From an optimization exercise on the open Yosys and OpenROAD flow, aimed at small area and a short achievable clock period; shortcuts taken in it are not production practice.
No run shown here included a check of the RTL's function; only the layout flow was run.
Power and IR drop assume default switching activity.

===== flow/flow/run.sh =====
#!/bin/bash
set -euo pipefail
args=()
while IFS= read -r line || [[ -n "$line" ]]; do
  [[ -z "$line" || "$line" == \#* ]] && continue
  args+=("$line")
done < flow/make_args.txt
bash standard.sh "${args[@]}" finish > run_make.log 2>&1

===== flow/standard.sh =====
#!/bin/bash
# synth_recipe.tcl (not shown) runs the flow's synth.tcl, then flattens the netlist and writes it again
# the make line also repeats each setting of config.mk as NAME=value (left out here)
make -C /OpenROAD-flow-scripts/flow DESIGN_CONFIG=/design/flow/config.mk WORK_HOME=/design/flow/orfs CLKGATE_MAP_FILE= SYNTH_SCRIPT=/design/flow/synth_recipe.tcl "${@:-finish}"

===== flow/constraint.sdc =====
create_clock -name core_clock -period 5.0 [get_ports {clk}]
set_input_delay 1.0000 -clock core_clock [delete_from_list [all_inputs] [get_ports {clk}]]
set_output_delay 1.0000 -clock core_clock [all_outputs]
set_load 0.01 [all_outputs]

===== flow/config.mk =====
export PLATFORM = sky130hd
export DESIGN_NAME = gelu_lut_module
export DESIGN_NICKNAME = gelu_lut_module
export VERILOG_FILES = /design/flow/design.v
export SDC_FILE = /design/flow/constraint.sdc
export NUM_CORES = 4
export LEC_CHECK = 0
export ABC_AREA = 1
export CAP_MARGIN = 70
export CORE_MARGIN = 2
export CORE_UTILIZATION = 40
export SETUP_SLACK_MARGIN = 2.6
export SLEW_MARGIN = 70
export TNS_END_PERCENT = 5

===== flow/flow/make_args.txt =====
ADDER_MAP_FILE=
BUFFER_PORTS_ARGS=-buffer_cell sky130_fd_sc_hd__buf_1
CTS_ARGS=-sink_clustering_enable -repair_clock_nets -dont_use_dummy_load

===== flow/design.v =====
`timescale 1ns / 1ps
module gelu_lut_module (
    input                       clk,
    input                       rst_n,
    input                       in_valid,
    input      signed [15:0]    in_data,
    output reg                  out_valid,
    output reg signed [10:0]    out_data
);
    reg         v1, s1;
    reg  [9:0]  n1;
    wire [5:0]  c;
    wire        b;
    wire [5:0]  pos_lo = s1 ? 6'd0 : n1[5:0];
    wire [4:0]  hi     = s1 ? 5'd0 : {1'b0, n1[9:6]};
    wire [5:0]  lo     = pos_lo - c;
    always @(posedge clk or negedge rst_n)
        if (!rst_n) begin v1 <= 1'b0; out_valid <= 1'b0; end
        else begin v1 <= in_valid; out_valid <= v1; end
    always @(posedge clk) begin
        s1 <= in_data[10];
        n1 <= in_data[9:0] ^ {10{in_data[10]}};
        out_data <= {b ? hi - 5'd1 : hi, lo};
    end
    gelu_c u_c (.a({s1, n1}), .y({b, c}));
endmodule
module gelu_c (input [10:0] a, output [6:0] y);
  wire n19, n20, n21, n22, n23, n24, n25,
    n26, n27, n28, n29, n30, n31, n32, n33,
    n34, n35, n36, n37, n38, n39, n40, n41,
    n42, n43, n44, n45, n46, n47, n48, n49,
    n50, n51, n52, n53, n54, n55, n56, n57,
    n58, n59, n60, n61, n62, n63, n64, n65,
    n66, n67, n68, n69, n71, n72, n73, n74,
    n75, n76, n77, n78, n79, n80, n81, n82,
    n83, n84, n85, n86, n87, n88, n89, n90,
    n91, n93, n94, n95, n96, n97, n98, n99,
    n100, n101, n102, n103, n104, n105, n107,
    n108, n109, n110, n111, n112, n113, n114,
    n115, n116, n117, n118, n119, n120, n121,
    n122, n123, n124, n125, n126, n127, n128,
    n129, n130, n131, n132, n133, n134, n135,
    n136, n137, n138, n139, n140, n141, n142,
    n143, n144, n145, n146, n147, n148, n150,
    n151, n152, n153, n154, n155, n156, n157,
    n158, n159, n160, n161, n162, n163, n164,
    n165, n166, n167, n168, n169, n170, n171,
    n172, n173, n174, n175, n176, n177, n178,
    n179, n180, n181, n182, n183, n184, n185,
    n186, n187, n188, n189, n190, n191, n192,
    n193, n194, n196, n197, n198, n199, n200,
    n201, n202, n203, n204, n205, n206, n207,
    n208, n209, n210, n211, n212, n213, n214,
    n215, n216, n217, n218, n219, n220, n221,
    n222, n223, n224, n225, n226, n227, n228,
    n229, n230, n231, n232, n233, n234, n235,
    n236, n237, n238, n239, n240, n241, n242,
    n243, n244, n245, n246, n247, n248, n249,
    n250, n251, n252, n253, n254, n255, n256,
    n257, n258, n259, n260, n261, n262, n263,
    n264, n265, n266, n268, n269, n270, n271,
    n272, n273, n274, n275, n276, n277, n278,
    n279, n280, n281, n282, n283, n284, n285,
    n286, n287, n288, n289, n290, n291, n292,
    n293, n294, n295, n296, n297, n298, n299,
    n300, n301, n302, n303, n304, n305, n306,
    n307, n308, n309, n310, n311, n312, n313,
    n314, n315, n316, n317, n318, n319, n320,
    n321, n322, n323, n324, n325, n326, n327,
    n328, n329, n330, n331, n332, n333, n334,
    n335, n336, n337, n338, n339, n340, n341,
    n342, n343, n344, n345, n346, n347, n348,
    n349, n350, n351, n352, n353, n354, n355,
    n356, n357, n358, n359;
  assign n19 = ~a[5] & ~a[4];
  assign n20 = a[1] & a[0];
  assign n21 = ~a[2] & ~n20;
  assign n22 = a[3] & ~n21;
  assign n23 = a[2] & a[1];
  assign n24 = a[0] & n23;
  assign n25 = ~a[3] & ~n24;
  assign n26 = a[6] & ~n25;
  assign n27 = ~a[3] & ~a[2];
  assign n28 = ~a[8] & ~a[7];
  assign n29 = ~n27 & ~n28;
  assign n30 = a[9] & n19;
  assign n31 = ~n29 & n30;
  assign n32 = ~n22 & n31;
  assign n33 = ~n26 & n32;
  assign n34 = ~a[6] & n25;
  assign n35 = a[8] & a[4];
  assign n36 = ~n34 & n35;
  assign n37 = ~a[5] & ~n36;
  assign n38 = a[6] & a[1];
  assign n39 = n21 & ~n38;
  assign n40 = a[3] & ~n39;
  assign n41 = ~a[8] & ~a[4];
  assign n42 = ~n40 & n41;
  assign n43 = ~n37 & ~n42;
  assign n44 = a[7] & ~n43;
  assign n45 = ~a[8] & ~a[6];
  assign n46 = ~a[8] & ~a[2];
  assign n47 = ~a[1] & n46;
  assign n48 = a[5] & ~n47;
  assign n49 = a[3] & n23;
  assign n50 = n35 & n49;
  assign n51 = ~n48 & ~n50;
  assign n52 = a[6] & ~n51;
  assign n53 = ~a[1] & ~a[0];
  assign n54 = a[2] & ~n53;
  assign n55 = ~a[4] & ~a[3];
  assign n56 = ~n54 & n55;
  assign n57 = a[5] & ~n56;
  assign n58 = ~a[7] & ~n45;
  assign n59 = ~n57 & n58;
  assign n60 = ~n52 & n59;
  assign n61 = ~n44 & ~n60;
  assign n62 = ~a[9] & ~n61;
  assign n63 = ~a[10] & ~n33;
  assign n64 = ~n62 & n63;
  assign n65 = n19 & n27;
  assign n66 = ~a[9] & ~a[6];
  assign n67 = n28 & n66;
  assign n68 = n53 & n67;
  assign n69 = n65 & n68;
  assign y[6] = ~n64 & ~n69;
  assign n71 = a[10] & a[0];
  assign n72 = ~a[1] & ~n71;
  assign n73 = a[2] & ~n72;
  assign n74 = ~a[3] & ~n73;
  assign n75 = a[4] & ~n74;
  assign n76 = ~a[5] & ~n75;
  assign n77 = a[6] & ~n76;
  assign n78 = ~a[8] & ~n77;
  assign n79 = ~a[7] & n78;
  assign n80 = ~a[10] & ~a[0];
  assign n81 = a[1] & ~n80;
  assign n82 = ~a[2] & ~n81;
  assign n83 = ~a[3] & n82;
  assign n84 = a[4] & ~n83;
  assign n85 = ~a[5] & ~n84;
  assign n86 = a[6] & n85;
  assign n87 = a[8] & ~n86;
  assign n88 = a[6] & n87;
  assign n89 = ~a[7] & ~n88;
  assign n90 = a[8] & ~n89;
  assign n91 = ~a[9] & ~n79;
  assign y[5] = ~n90 & n91;
  assign n93 = a[2] & n81;
  assign n94 = ~a[3] & ~n93;
  assign n95 = a[4] & ~n94;
  assign n96 = ~a[5] & ~n95;
  assign n97 = a[6] & ~n96;
  assign n98 = a[8] & ~n97;
  assign n99 = a[7] & ~n98;
  assign n100 = n55 & n82;
  assign n101 = a[5] & ~n100;
  assign n102 = ~a[6] & ~n101;
  assign n103 = n78 & ~n102;
  assign n104 = n89 & ~n103;
  assign n105 = ~a[9] & ~n99;
  assign y[4] = ~n104 & n105;
  assign n107 = ~a[2] & n72;
  assign n108 = a[3] & ~n107;
  assign n109 = a[4] & n108;
  assign n110 = n101 & ~n109;
  assign n111 = n23 & n71;
  assign n112 = a[3] & n111;
  assign n113 = ~a[4] & ~n112;
  assign n114 = ~a[5] & n113;
  assign n115 = ~n110 & ~n114;
  assign n116 = ~a[6] & ~n115;
  assign n117 = n78 & ~n116;
  assign n118 = ~a[1] & n80;
  assign n119 = a[2] & ~n118;
  assign n120 = a[3] & n119;
  assign n121 = ~a[4] & ~n120;
  assign n122 = ~a[5] & n121;
  assign n123 = ~a[6] & ~n122;
  assign n124 = n87 & ~n123;
  assign n125 = ~n117 & ~n124;
  assign n126 = ~a[7] & ~n125;
  assign n127 = n65 & n118;
  assign n128 = n45 & n127;
  assign n129 = ~a[3] & n107;
  assign n130 = a[4] & ~n129;
  assign n131 = ~a[5] & ~n130;
  assign n132 = ~a[6] & n131;
  assign n133 = n98 & ~n132;
  assign n134 = a[7] & ~n128;
  assign n135 = ~n133 & n134;
  assign n136 = ~n126 & ~n135;
  assign n137 = ~a[9] & ~n136;
  assign n138 = a[1] & n71;
  assign n139 = ~a[2] & ~n138;
  assign n140 = ~n118 & n139;
  assign n141 = ~n73 & ~n140;
  assign n142 = a[3] & ~n141;
  assign n143 = ~n22 & ~n142;
  assign n144 = a[4] & ~n143;
  assign n145 = a[5] & n144;
  assign n146 = ~a[6] & ~n145;
  assign n147 = a[9] & n28;
  assign n148 = n146 & n147;
  assign y[3] = n137 | n148;
  assign n150 = n65 & n72;
  assign n151 = n148 & ~n150;
  assign n152 = ~a[4] & ~n111;
  assign n153 = ~a[3] & n152;
  assign n154 = a[5] & ~n153;
  assign n155 = ~a[4] & n94;
  assign n156 = n76 & ~n155;
  assign n157 = a[6] & ~n154;
  assign n158 = ~n156 & n157;
  assign n159 = a[3] & n73;
  assign n160 = ~a[4] & ~n159;
  assign n161 = ~n83 & n160;
  assign n162 = a[5] & ~n109;
  assign n163 = ~n161 & n162;
  assign n164 = ~a[3] & ~n111;
  assign n165 = n113 & ~n164;
  assign n166 = ~n144 & ~n165;
  assign n167 = ~a[5] & ~n166;
  assign n168 = ~a[6] & ~n163;
  assign n169 = ~n167 & n168;
  assign n170 = ~a[8] & ~n158;
  assign n171 = ~n169 & n170;
  assign n172 = a[5] & n130;
  assign n173 = ~n122 & ~n172;
  assign n174 = n87 & n173;
  assign n175 = ~n171 & ~n174;
  assign n176 = ~a[7] & ~n175;
  assign n177 = a[5] & a[4];
  assign n178 = ~n83 & n177;
  assign n179 = ~a[6] & ~n178;
  assign n180 = ~n131 & n179;
  assign n181 = n98 & ~n180;
  assign n182 = n120 & n177;
  assign n183 = ~a[6] & ~n182;
  assign n184 = ~n127 & n183;
  assign n185 = ~a[3] & ~n119;
  assign n186 = ~a[4] & n185;
  assign n187 = ~a[5] & n186;
  assign n188 = a[6] & ~n187;
  assign n189 = ~n184 & ~n188;
  assign n190 = ~a[8] & ~n189;
  assign n191 = a[7] & ~n181;
  assign n192 = ~n190 & n191;
  assign n193 = ~a[9] & ~n192;
  assign n194 = ~n176 & n193;
  assign y[2] = ~n151 & ~n194;
  assign n196 = ~n139 & n152;
  assign n197 = a[4] & ~n185;
  assign n198 = ~n73 & ~n143;
  assign n199 = n197 & ~n198;
  assign n200 = ~a[5] & ~n196;
  assign n201 = ~n199 & n200;
  assign n202 = ~n82 & n164;
  assign n203 = n160 & ~n202;
  assign n204 = n108 & ~n111;
  assign n205 = a[4] & ~n204;
  assign n206 = ~a[3] & n139;
  assign n207 = n205 & ~n206;
  assign n208 = a[5] & ~n203;
  assign n209 = ~n207 & n208;
  assign n210 = ~a[6] & ~n209;
  assign n211 = ~n201 & n210;
  assign n212 = ~n84 & n154;
  assign n213 = a[4] & n74;
  assign n214 = ~a[5] & ~n159;
  assign n215 = ~n155 & n214;
  assign n216 = ~n213 & n215;
  assign n217 = a[6] & ~n212;
  assign n218 = ~n216 & n217;
  assign n219 = ~a[8] & ~n218;
  assign n220 = ~n211 & n219;
  assign n221 = n27 & n118;
  assign n222 = ~a[4] & n221;
  assign n223 = a[5] & ~n222;
  assign n224 = ~n130 & n223;
  assign n225 = n123 & ~n224;
  assign n226 = ~a[5] & n84;
  assign n227 = ~n100 & ~n172;
  assign n228 = ~n226 & n227;
  assign n229 = a[6] & ~n228;
  assign n230 = a[8] & ~n225;
  assign n231 = ~n229 & n230;
  assign n232 = ~a[7] & ~n231;
  assign n233 = ~n220 & n232;
  assign n234 = n96 & ~n186;
  assign n235 = a[3] & ~n139;
  assign n236 = ~a[4] & ~n235;
  assign n237 = a[5] & ~n236;
  assign n238 = ~n234 & ~n237;
  assign n239 = a[6] & ~n238;
  assign n240 = a[5] & ~n84;
  assign n241 = ~n131 & ~n240;
  assign n242 = n55 & n107;
  assign n243 = ~a[6] & ~n242;
  assign n244 = ~n241 & n243;
  assign n245 = ~n239 & ~n244;
  assign n246 = a[8] & ~n245;
  assign n247 = n85 & ~n222;
  assign n248 = n183 & ~n247;
  assign n249 = n177 & ~n185;
  assign n250 = n188 & ~n249;
  assign n251 = ~a[8] & ~n248;
  assign n252 = ~n250 & n251;
  assign n253 = a[7] & ~n252;
  assign n254 = ~n246 & n253;
  assign n255 = ~n233 & ~n254;
  assign n256 = ~a[9] & ~n255;
  assign n257 = a[3] & ~n82;
  assign n258 = a[4] & n257;
  assign n259 = ~a[5] & ~n242;
  assign n260 = ~n258 & n259;
  assign n261 = n146 & ~n260;
  assign n262 = a[4] & n120;
  assign n263 = ~a[5] & ~n262;
  assign n264 = a[6] & ~n263;
  assign n265 = n147 & ~n264;
  assign n266 = ~n261 & n265;
  assign y[1] = n256 | n266;
  assign n268 = ~a[4] & ~n72;
  assign n269 = ~n138 & n268;
  assign n270 = n84 & n143;
  assign n271 = ~n119 & n270;
  assign n272 = ~n95 & ~n271;
  assign n273 = ~n142 & ~n272;
  assign n274 = ~a[5] & ~n269;
  assign n275 = ~n273 & n274;
  assign n276 = n83 & ~n118;
  assign n277 = n73 & ~n138;
  assign n278 = ~n257 & ~n277;
  assign n279 = ~n276 & n278;
  assign n280 = n160 & ~n279;
  assign n281 = n94 & ~n140;
  assign n282 = ~n205 & ~n262;
  assign n283 = ~n112 & ~n281;
  assign n284 = ~n282 & n283;
  assign n285 = a[5] & ~n280;
  assign n286 = ~n284 & n285;
  assign n287 = ~a[6] & ~n286;
  assign n288 = ~n275 & n287;
  assign n289 = n121 & ~n202;
  assign n290 = ~n270 & ~n289;
  assign n291 = a[5] & ~n290;
  assign n292 = ~n55 & ~n73;
  assign n293 = ~n107 & n292;
  assign n294 = ~n82 & n155;
  assign n295 = ~a[5] & ~n293;
  assign n296 = ~n294 & n295;
  assign n297 = a[6] & ~n296;
  assign n298 = ~n291 & n297;
  assign n299 = ~n288 & ~n298;
  assign n300 = ~a[8] & ~n299;
  assign n301 = ~n83 & ~n257;
  assign n302 = a[6] & ~n101;
  assign n303 = ~n301 & n302;
  assign n304 = a[4] & n129;
  assign n305 = a[6] & n108;
  assign n306 = ~n304 & ~n305;
  assign n307 = a[5] & ~n306;
  assign n308 = ~n108 & n224;
  assign n309 = ~n177 & ~n308;
  assign n310 = ~n258 & ~n309;
  assign n311 = n121 & ~n129;
  assign n312 = n96 & ~n311;
  assign n313 = ~a[6] & ~n312;
  assign n314 = ~n310 & n313;
  assign n315 = a[8] & ~n303;
  assign n316 = ~n307 & n315;
  assign n317 = ~n314 & n316;
  assign n318 = ~n300 & ~n317;
  assign n319 = ~a[7] & ~n318;
  assign n320 = n160 & ~n185;
  assign n321 = n96 & ~n320;
  assign n322 = ~n221 & n236;
  assign n323 = ~n95 & ~n322;
  assign n324 = a[5] & ~n323;
  assign n325 = ~n321 & ~n324;
  assign n326 = a[6] & ~n325;
  assign n327 = ~n108 & ~n177;
  assign n328 = ~n129 & n327;
  assign n329 = n178 & ~n235;
  assign n330 = ~a[6] & ~n328;
  assign n331 = ~n329 & n330;
  assign n332 = ~n326 & ~n331;
  assign n333 = a[8] & ~n332;
  assign n334 = a[5] & ~n186;
  assign n335 = ~n197 & n334;
  assign n336 = n188 & ~n335;
  assign n337 = ~n83 & ~n112;
  assign n338 = a[4] & ~n337;
  assign n339 = n143 & n247;
  assign n340 = ~n226 & ~n339;
  assign n341 = ~n338 & ~n340;
  assign n342 = n183 & ~n341;
  assign n343 = ~a[8] & ~n336;
  assign n344 = ~n342 & n343;
  assign n345 = a[7] & ~n333;
  assign n346 = ~n344 & n345;
  assign n347 = ~n319 & ~n346;
  assign n348 = ~a[9] & ~n347;
  assign n349 = ~a[4] & ~n108;
  assign n350 = a[5] & n349;
  assign n351 = ~n160 & ~n258;
  assign n352 = n259 & ~n351;
  assign n353 = ~n350 & ~n352;
  assign n354 = n146 & n353;
  assign n355 = n263 & ~n349;
  assign n356 = ~n178 & ~n355;
  assign n357 = a[6] & ~n356;
  assign n358 = n147 & ~n357;
  assign n359 = ~n354 & n358;
  assign y[0] = n348 | n359;
endmodule

==> flow_summary.json, run 1 <==
{
  "track_usage_pct": 22.8,
  "die_y_um": 82.7,
  "synthArstFlopShare_pct": 8.33,
  "total_leakage_power_nw": 1.36,
  "path_clk_slew_ns": 0.09,
  "cpMostUsedCell": "nand3b_1",
  "clkLatencyLatePin_ns": 0.27,
  "gr-total-overflow": 0,
  "std_cell_rows": 28,
  "grt_pass1_vias": 2363,
  "finalSetupTns_ns": 0,
  "crit_start": "n1[0]",
  "pre_cts_ws_ns": 2.55,
  "maxCapViolCount": 0,
  "io_pins": 31,
  "reg2reg_depth": 14,
  "ir_drop_mv": 0.143,
  "endpoint": "out_data[5]",
  "ys.flop_type": "dfxtp_1",
  "arrival_ns": 2.41,
  "die_area_sq_mm": 0.00683,
  "synth_cell_types": 44,
  "min_period_over_period_pct": 44.6,
  "crit_path_max_incr_delay_ns": 0.40,
  "power.density_mw_per_mm2": 287,
  "h-tree-depth": 1,
  "crit_buf_inv": 0,
  "fmax_mhz": 448,
  "grt_pass1_wl_um": 11900,
  "crit_fanout": 7,
  "wl_per_cell_um": 15.3,
  "yosys_warnings": 1,
  "area_growth_pct": 15.3,
  "wl_um": 7680,
  "gp_congestion": 0.920,
  "path_cells": "nor2_4 > nand2_4 > nand4_1 > nand3_2 > nand3_2 > nand2_2 > nor3_2 > o21ai_1 > nand3b_1 > nand2_2 > nor2_4 > nand3b_1 > nand3b_1 > nand2_1",
  "timing_hold_violations_final": 0,
  "hold_path.class": "flip-flop to flip-flop",
  "die_x_um": 82.7,
  "holdBufCountCts": 0,
  "cts_buffers": 3,
  "rsz0062_at_grt": "yes",
  "ys_seq_area_share_pct": 19.8,
  "critical_path_class": "flip-flop to flip-flop",
  "grt_max_degree": 23,
  "yosys_register_bits": 24,
  "portBuffers": 25,
  "whs_ns": 0.362,
  "r2r_setup_slack_ns": 2.77,
  "vias_per_cell": 5.62,
  "syn_area_per_cell_sq_um": 6.28,
  "cts_tree": "built",
  "clk_path_buf_depth": 2,
  "crit_path_end_kind": "flip-flop",
  "antenna_found_initial": 0,
  "ant_nets": 0,
  "cts_root_buffer": "clkbuf_8",
  "synth_area_sq_mm": 0.00247,
  "crit_required_ns": 5.18,
  "first_iter_violations": 291,
  "slowest_stage": "dfxtp_4",
  "antennaDiodeCount": 0,
  "dpl.hpwl_um": 5530,
  "setup_viol_count_final": 0,
  "core_area_sq_mm": 0.00596,
  "path_delay_family": "simple AND/OR/NAND/NOR gates",
  "postSynthCellCount": 394,
  "finalInstanceArea_sq_mm": 0.00285,
  "num_vias": 2822,
  "final_common_cell": "nand2_1",
  "r2r-start": "n1[0]",
  "nets": 448,
  "finClkSkew_ns": 0.0223,
  "worst_pin_slew_ns": 0.417,
  "max_slew_margin_pct": 72.1,
  "synth_edf_count": 0,
  "yosysTopAreaCell": "dfxtp_1",
  "slew_viol_final": 0,
  "outcome": "finished clean",
  "fin_crit_ns": 2.23,
  "timing.rr.end": "out_data[5]",
  "setup_ws_ns": 2.77,
  "yosys.area.top_type_share_pct": 17.8,
  "drcViolationCount": 0,
  "mostFrequentLayoutCells": "115 x nand2_1, 42 x nand3_1, 27 x nor2_1",
  "netlist_top_cells_area": "dfxtp_1 18%, nand2_1 18%, nand3_1 8.5%",
  "cts.sinks": 24,
  "start_util_pct": 41.6,
  "drt-pass1-iter-count": 5,
  "start_kind": "flip-flop",
  "layout-drive-gt1-share_pct": 23.7,
  "path_depth": 14,
  "dpl-instance-area_sq_mm": 0.00256,
  "synth_nets": 413
}
stage by stage:
step / power (mW) / instances / utilization [%]
finish: 0.819 / 502 / 47.9
global route: 0.886 / 502 / 47.9
CTS: 0.774 / 479 / 43.8
detailed placement: 0.664 / 476 / 43.1
global placement: 0.662 / 476 / 42.8
floorplan: 0.576 / 394 / -
synthesized netlist by cell type, types with 3 or more instances:
| cell type | instances |
|---|---|
| nand3_1 | 42 |
| nand3_4 | 3 |
| xnor2_1 | 4 |
| nand2_2 | 16 |
| nand4_1 | 8 |
| nand3_2 | 9 |
| o21ai_1 | 10 |
| inv_2 | 8 |
| nand2_4 | 6 |
| nor2_1 | 28 |
| nor3_1 | 3 |
| dfxtp_1 | 22 |
| o21ai_2 | 4 |
| clkbuf_1 | 4 |
| inv_1 | 24 |
| xor2_1 | 12 |
| a21oi_1 | 17 |
| buf_2 | 6 |
| a31oi_1 | 4 |
| buf_6 | 4 |
| o21ai_0 | 12 |
| nand2_1 | 116 |
| nand3b_1 | 4 |
report_power, final:
group          leakage (nW)  switching [mW]  internal (mW)  total [mW]
clock                0.0216          0.0571         0.0539       0.111
combinational          1.13           0.275          0.157       0.432
sequential            0.211          0.0454          0.231       0.277
total                  1.36           0.377          0.442       0.819
flip-flops by register name (all words and copies together), names as in the netlist:
register   flops
s1             1
out_data      11
n1            10
out_valid      1
v1             1
layer usage:
layer  GRT usage [%]  vias up  share of wire, %
met5               0        -                 0
met4            7.70        0               1.3
met3            3.26       11               8.6
met2            36.3      165                47
met1            31.6     1281                43
li1                -     1365                 -
cell families after synthesis:
kind of cell / Yosys count / synth area share [%]
simple gates: 243 / 50.1
buf+inv: 53 / 10.3
flops: 24 / 19.8
xor+xnor: 16 / 5.66
compound gates: 58 / 14.2
area by class of cell:
cell class,instances,area (sq um)
inverters,35,160
flip-flops and latches,24,522
repair buffers,48,268
multi-input cells,317,1770
fillers,641,3100
clock buffers,3,41.3
well taps,75,93.8
timing repair:
item / CTS / global route
buffers inserted: 0 / 23
endpoints found under the setup margin: 2 / 6
gates resized for setup: 1 / 21
pin swaps: 0 / 3
worst min path at each step:
stage,depth (start not counted),startpoint,end
global route,0,v1,out_valid
detailed placement,0,v1,out_valid
finish,0,v1,out_valid
CTS,0,v1,out_valid
global placement,0,v1,out_valid
floorplan,0,v1,out_valid
==> run 2, diff against run 1 <==
--- a/flow/config.mk
+++ b/flow/config.mk
@@ -9,6 +9,6 @@
 export CAP_MARGIN = 70
 export CORE_MARGIN = 2
 export CORE_UTILIZATION = 40
-export SETUP_SLACK_MARGIN = 2.6
+export SETUP_SLACK_MARGIN = 2.7
 export SLEW_MARGIN = 70
 export TNS_END_PERCENT = 5
==> flow_summary.json, run 2 <==
{
  "synth-simple-area-share_pct": 50.1,
  "synth_edf_count": 0,
  "cpMostUsedCell": "nand2_4",
  "dpl-instance-area_sq_mm": 0.00256,
  "synth_area_sq_mm": 0.00247,
  "path_delay_family": "simple AND/OR/NAND/NOR gates",
  "slew_viol_final": 0,
  "path_clk_slew_ns": 0.09,
  "reg2reg_depth": 17,
  "r2r_setup_slack_ns": 2.76,
  "antennaDiodeCount": 0,
  "h-tree-depth": 1,
  "track_usage_pct": 23.0,
  "yosys_register_bits": 24,
  "largest_reg_flops": 11,
  "grt_pass1_vias": 2380,
  "die_area_sq_mm": 0.00683,
  "crit_path_end_kind": "flip-flop",
  "synth_nets": 413,
  "total_leakage_power_nw": 1.48,
  "synth_top_family_by_area": "simple AND/OR/NAND/NOR gates",
  "gr-total-overflow": 0,
  "io_pins": 31,
  "outcome": "finished clean",
  "synth-compound-area-share_pct": 14.2,
  "top_register": "out_data",
  "crit_path_max_incr_delay_ns": 0.39,
  "clkLatencyLatePin_ns": 0.27,
  "synth_cell_types": 44,
  "cts_buffers": 3,
  "drcViolationCount": 0,
  "fin_crit_ns": 2.24,
  "drt-pass1-iter-count": 5,
  "ys.flop_type": "dfxtp_1",
  "ir_drop_mv": 0.145,
  "dpl.hpwl_um": 5530,
  "postSynthCellCount": 394,
  "worst_pin_slew_ns": 0.354,
  "wl_um": 8010,
  "crit_buf_inv": 1,
  "post-synth-top-count-cell": "nand2_1",
  "start_kind": "flip-flop",
  "core_area_sq_mm": 0.00596,
  "whs_path_depth": 0,
  "fmax_mhz": 446,
  "wl_per_cell_um": 15.5,
  "rsz0062_at_grt": "yes",
  "synthArstFlopShare_pct": 8.33,
  "timing.hold.worst_endpoint": "out_valid",
  "path_cells": "nor2_4 > nand2_4 > nand4_1 > nand3_4 > nand3_4 > nand2_4 > inv_2 > nand2_2 > nand3_2 > o21a_1 > nand2_1 > nand2_2 > nand2_4 > nor2_4 > nand3b_1 > nand3b_1 > nand2_1",
  "synth_adder_area_share_pct": 0,
  "syn_area_per_cell_sq_um": 6.28,
  "ys_top_cells_by_count": "116 x nand2_1, 42 x nand3_1, 28 x nor2_1, 24 x inv_1, 22 x dfxtp_1",
  "grt_pass1_wl_um": 12000,
  "slowest_stage": "dfxtp_4",
  "timing.rr.end": "out_data[5]",
  "std_cell_rows": 28,
  "finalInstanceArea_sq_mm": 0.00308,
  "area_growth_pct": 24.6,
  "yosysTopAreaCell": "dfxtp_1",
  "finClkSkew_ns": 0.0220,
  "yosys.area.top_type_share_pct": 17.8,
  "clk_path_buf_depth": 2,
  "start_util_pct": 41.6,
  "first_iter_violations": 319,
  "min_period_over_period_pct": 44.8,
  "grt_max_degree": 23,
  "min_from": "v1",
  "synth-xor-area-share_pct": 5.66,
  "netlist_top_cells_area": "dfxtp_1 18%, nand2_1 18%, nand3_1 8.5%",
  "ys_seq_area_share_pct": 19.8,
  "die_x_um": 82.7,
  "nets": 464,
  "portBuffers": 25,
  "die_y_um": 82.7,
  "final_common_cell": "nand2_1",
  "cts.sinks": 24,
  "crit_fanout": 7,
  "cts_root_buffer": "clkbuf_8",
  "finalSetupTns_ns": 0,
  "cts_tree": "built",
  "ant_nets": 0,
  "whs_ns": 0.362,
  "r2r-start": "n1[0]",
  "num_vias": 2917,
  "yosys_warnings": 1,
  "mostFrequentLayoutCells": "107 x nand2_1, 40 x nand3_1, 37 x buf_4",
  "crit_required_ns": 5.18,
  "layout-drive-gt1-share_pct": 30.2,
  "maxCapViolCount": 0,
  "hold_path.class": "flip-flop to flip-flop",
  "max_slew_margin_pct": 76.4,
  "vias_per_cell": 5.63,
  "antenna_found_initial": 0,
  "crit_start": "n1[0]",
  "critical_path_class": "flip-flop to flip-flop",
  "setup_viol_count_final": 0,
  "holdBufCountCts": 0,
  "timing_hold_violations_final": 0,
  "largest_registers": "out_data x11, n1 x10",
  "muxShareOfSynthArea_pct": 0,
  "power.density_mw_per_mm2": 281,
  "gp_congestion": 0.920,
  "arrival_ns": 2.42
}
run 2: routing by layer:
layer / vias to the layer above / share of wire, % / GRT usage (%) / wire (um)
li1: 1396 / - / - / -
met1: 1322 / 42 / 31.8 / 3390
met2: 170 / 46 / 36.6 / 3640
met3: 29 / 9.6 / 3.26 / 770
met4: 0 / 2.6 / 7.70 / 206
met5: - / 0 / 0 / 0
run 2: stage by stage:
step | instances | util, % | power [mW] | worst slack (ns)
floorplan | 394 | - | 0.576 | 3.07
global placement | 476 | 42.8 | 0.662 | 1.87
detailed placement | 476 | 43.1 | 0.664 | 2.55
CTS | 480 | 44.1 | 0.776 | 2.71
global route | 518 | 51.8 | 0.936 | 2.59
finish | 518 | 51.8 | 0.868 | 2.76
run 2: how the worst max path moves through the flow:
| stage | end | slack, ns | depth (start not counted) |
|---|---|---|---|
| 6_report | out_data[5] | 2.76 | 17 |
| 5_1_grt | out_data[4] | 2.59 | 19 |
| 3_5_place_dp | out_data[5] | 2.55 | 15 |
| 2_1_floorplan | out_data[4] | 3.07 | 18 |
| 3_3_place_gp | out_data[4] | 1.87 | 17 |
| 4_1_cts | out_data[5] | 2.71 | 15 |
run 2: cell families after synthesis:
| logic type | after synthesis |
|---|---|
| DFF | 24 |
| buffers and inverters | 53 |
| and+or+nand+nor | 243 |
| xor gates and xnor gates | 16 |
| AOI/OAI and AO/OA | 58 |
run 2: area by class of cell:
cell class,count,area (sq um)
Tap cell,75,93.8
Timing Repair Buffer,64,397
Fill cell,619,2870
Multi-Input combinational cell,317,1870
Inverter,35,160
Sequential cell,24,524
Clock buffer,3,41.3
run 2: timing repair:
item	in CTS	in global routing
setup endpoints to repair	4	7
resized for setup	5	50
buffers inserted	1	38
pin swaps	1	23
run 2: power breakdown:
| part | internal [mW] | total [mW] | switching, mW |
|---|---|---|---|
| combinational | 0.184 | 0.485 | 0.300 |
| clock | 0.0538 | 0.111 | 0.0567 |
| sequential | 0.231 | 0.272 | 0.0408 |
==> run 3, diff against run 2 <==
--- a/flow/config.mk
+++ b/flow/config.mk
@@ -9,6 +9,6 @@
 export CAP_MARGIN = 70
 export CORE_MARGIN = 2
 export CORE_UTILIZATION = 40
-export SETUP_SLACK_MARGIN = 2.7
+export SETUP_SLACK_MARGIN = 2.8
 export SLEW_MARGIN = 70
 export TNS_END_PERCENT = 5
==> flow_summary.json, run 3 <==
{
  "antenna_found_initial": 0,
  "finalSetupTns_ns": 0,
  "drt-pass1-iter-count": 5,
  "setup_viol_count_final": 0,
  "slew_viol_final": 0,
  "max_slew_margin_pct": 76.9,
  "yosys_warnings": 1,
  "finClkSkew_ns": 0.0219,
  "r2r_setup_slack_ns": 2.75,
  "first_iter_violations": 351,
  "fmax_mhz": 444,
  "cts.sinks": 24,
  "mostFrequentLayoutCells": "109 x nand2_1, 40 x nand3_1, 32 x buf_4",
  "clk_path_buf_depth": 2,
  "start_util_pct": 41.6,
  "fillCellCount": 622,
  "postSynthCellCount": 394,
  "timing_hold_violations_final": 0,
  "holdBufCountCts": 0,
  "crit_path_end_kind": "flip-flop",
  "gr-total-overflow": 0,
  "h-tree-depth": 1,
  "start_kind": "flip-flop",
  "yosysTopAreaCell": "dfxtp_1",
  "ir_drop_mv": 0.148,
  "dpl.hpwl_um": 5530,
  "clkLatencyLatePin_ns": 0.27,
  "slowest_stage": "dfxtp_4",
  "critical_path_class": "flip-flop to flip-flop",
  "num_vias": 2919,
  "grt_max_degree": 23,
  "yosys.area.top_type_share_pct": 17.8,
  "die_area_sq_mm": 0.00683,
  "io_pins": 31,
  "path_clk_slew_ns": 0.09,
  "crit_path_max_incr_delay_ns": 0.40,
  "outcome": "finished clean",
  "synth_edf_count": 0,
  "setup_ws_ns": 2.75,
  "p_total_mw": 0.863,
  "largest_reg_flops": 11,
  "die_y_um": 82.7,
  "synth_nets": 413,
  "post-synth-top-count-cell": "nand2_1",
  "drcViolationCount": 0,
  "netlist_top_cells_area": "dfxtp_1 18%, nand2_1 18%, nand3_1 8.5%",
  "final_common_cell": "nand2_1",
  "synth_area_sq_mm": 0.00247,
  "portBuffers": 25,
  "grt_pass1_vias": 2426,
  "total_leakage_power_nw": 1.45,
  "fin_crit_ns": 2.25,
  "largest_registers": "out_data x11, n1 x10",
  "top_register": "out_data",
  "ys_top_cells_by_count": "116 x nand2_1, 42 x nand3_1, 28 x nor2_1, 24 x inv_1, 22 x dfxtp_1",
  "arrival_ns": 2.43,
  "nets": 459,
  "crit_fanout": 7,
  "layout-drive-gt1-share_pct": 28.5,
  "synth_cell_types": 44,
  "cts_buffers": 3,
  "wl_um": 8030,
  "ys_seq_area_share_pct": 19.8,
  "antennaDiodeCount": 0,
  "vias_per_cell": 5.69,
  "yosys_register_bits": 24,
  "std_cell_rows": 28,
  "area_growth_pct": 22.9,
  "syn_area_per_cell_sq_um": 6.28,
  "die_x_um": 82.7,
  "rsz0062_at_grt": "yes",
  "path_cells": "nor2_4 > nand2_4 > nand4_1 > nand3_4 > nand3_4 > nand2_4 > inv_2 > nand2_1 > nand3_2 > o21a_1 > nand3_2 > nand2_4 > inv_2 > nand2_1 > nand2_2 > nand2_2 > nand2_1 > nand2_1 > nand2_1",
  "cts_tree": "built",
  "hold_path.class": "flip-flop to flip-flop",
  "cts_root_buffer": "clkbuf_8",
  "track_usage_pct": 23.3,
  "crit_required_ns": 5.18,
  "power.density_mw_per_mm2": 284,
  "cpMostUsedCell": "nand2_1",
  "core_area_sq_mm": 0.00596,
  "synthArstFlopShare_pct": 8.33,
  "grt_pass1_wl_um": 12100,
  "ys.flop_type": "dfxtp_1",
  "ant_nets": 0,
  "min_period_over_period_pct": 45.0,
  "pre_cts_ws_ns": 2.55,
  "worst_pin_slew_ns": 0.346,
  "wl_per_cell_um": 15.6,
  "maxCapViolCount": 0,
  "gp_congestion": 0.920
}
==> run 3: cell counts after synthesis <==
No cell type changed its count.
==> run 3: timing repair <==
item	4_1_cts	5_1_grt
buffers inserted	4	30
pin swaps	2	18
gates resized for setup	12	35
setup endpoints to repair	6	7
cloned	0	0
endpoints found under the hold margin	0	0
==> run 3: critical path: cells and delay by family (launching register included) <==
family | cells | cell delay (ns)
buffers and inverters | 2 | 0.10
AND/OR/NAND/NOR | 16 | 1.51
AO/OA/AOI/OAI | 1 | 0.17
flip-flops | 1 | 0.40
==> run 3: through the flow <==
step	cells	util [%]	hold WS (ns)	area, sq um
finish	513	51.1	0.362	3040
global placement	476	42.8	0.338	2550
floorplan	394	-	0.331	2470
CTS	483	44.8	0.367	2670
global route	513	51.1	0.376	3040
detailed placement	476	43.1	0.346	2560
==> run 3: logic make-up after synthesis <==
kind of cell,share of synthesized area (%)
flip-flops,19.8
AO/OA/AOI/OAI,14.2
XOR/XNOR,5.66
buffers and inverters,10.3
AND/OR/NAND/NOR,50.1
==> run 3: final timing paths <==
check                       from          end  depth (start not counted)
max reg2reg                n1[1]  out_data[4]                         19
max in group asynchronous  rst_n    out_valid                          1
min reg2reg                   v1    out_valid                          0
min in group asynchronous  rst_n           v1                          1
max                        n1[1]  out_data[4]                         19
min                           v1    out_valid                          0
==> run 3: final cells by class <==
class	instances	area (sq um)	share of cell area, %
sequential	24	522	17.2
inverter	35	168	5.51
timing repair buffer	59	360	11.9
clock buffer	3	41.3	1.36
tap	75	93.8	3.09
multi-input combinational	317	1860	61.0
==> run 3: where the power goes <==
| group | total [mW] | internal (mW) | switching (mW) |
|---|---|---|---|
| combinational | 0.478 | 0.180 | 0.298 |
| clock | 0.111 | 0.0539 | 0.0572 |
| sequential | 0.274 | 0.231 | 0.0427 |
| total | 0.863 | 0.466 | 0.398 |
==> run 3: layer usage <==
metal / part of all wire (%) / vias to the layer above / GRT usage, %
met3: 9.0 / 21 / 3.26
met2: 47 / 174 / 37.6
met5: 0 / - / 0
met4: 2.0 / 0 / 6.89
met1: 42 / 1336 / 32.3
li1: - / 1388 / -

port drivers added, routing unchanged:
How much do the figures lean on ideal ports? The routed layouts below were timed once more, with nothing changed but the port constraints.
Step 1, drivers: a clkbuf_16 drives clk and a buf_2 each remaining input, both assumed.
Step 2 moves the port delays by t, midway between the first and last clock arrival at a register: inputs arrive t later, outputs are due t later. That takes back most of the time a late clock gives input paths.
Slacks: ideal ports / drivers / drivers and shift; pairs: ideal ports / drivers.
run	t, ns	slack for setup (ns)	cell pins on the clock port's net
run 1	0.291	2.770 / 2.770 / 2.770	1
run 2	0.289	2.759 / 2.759 / 2.759	1
run 3	0.291	2.748 / 2.748 / 2.748	1
After both steps every run listed still meets setup and hold.
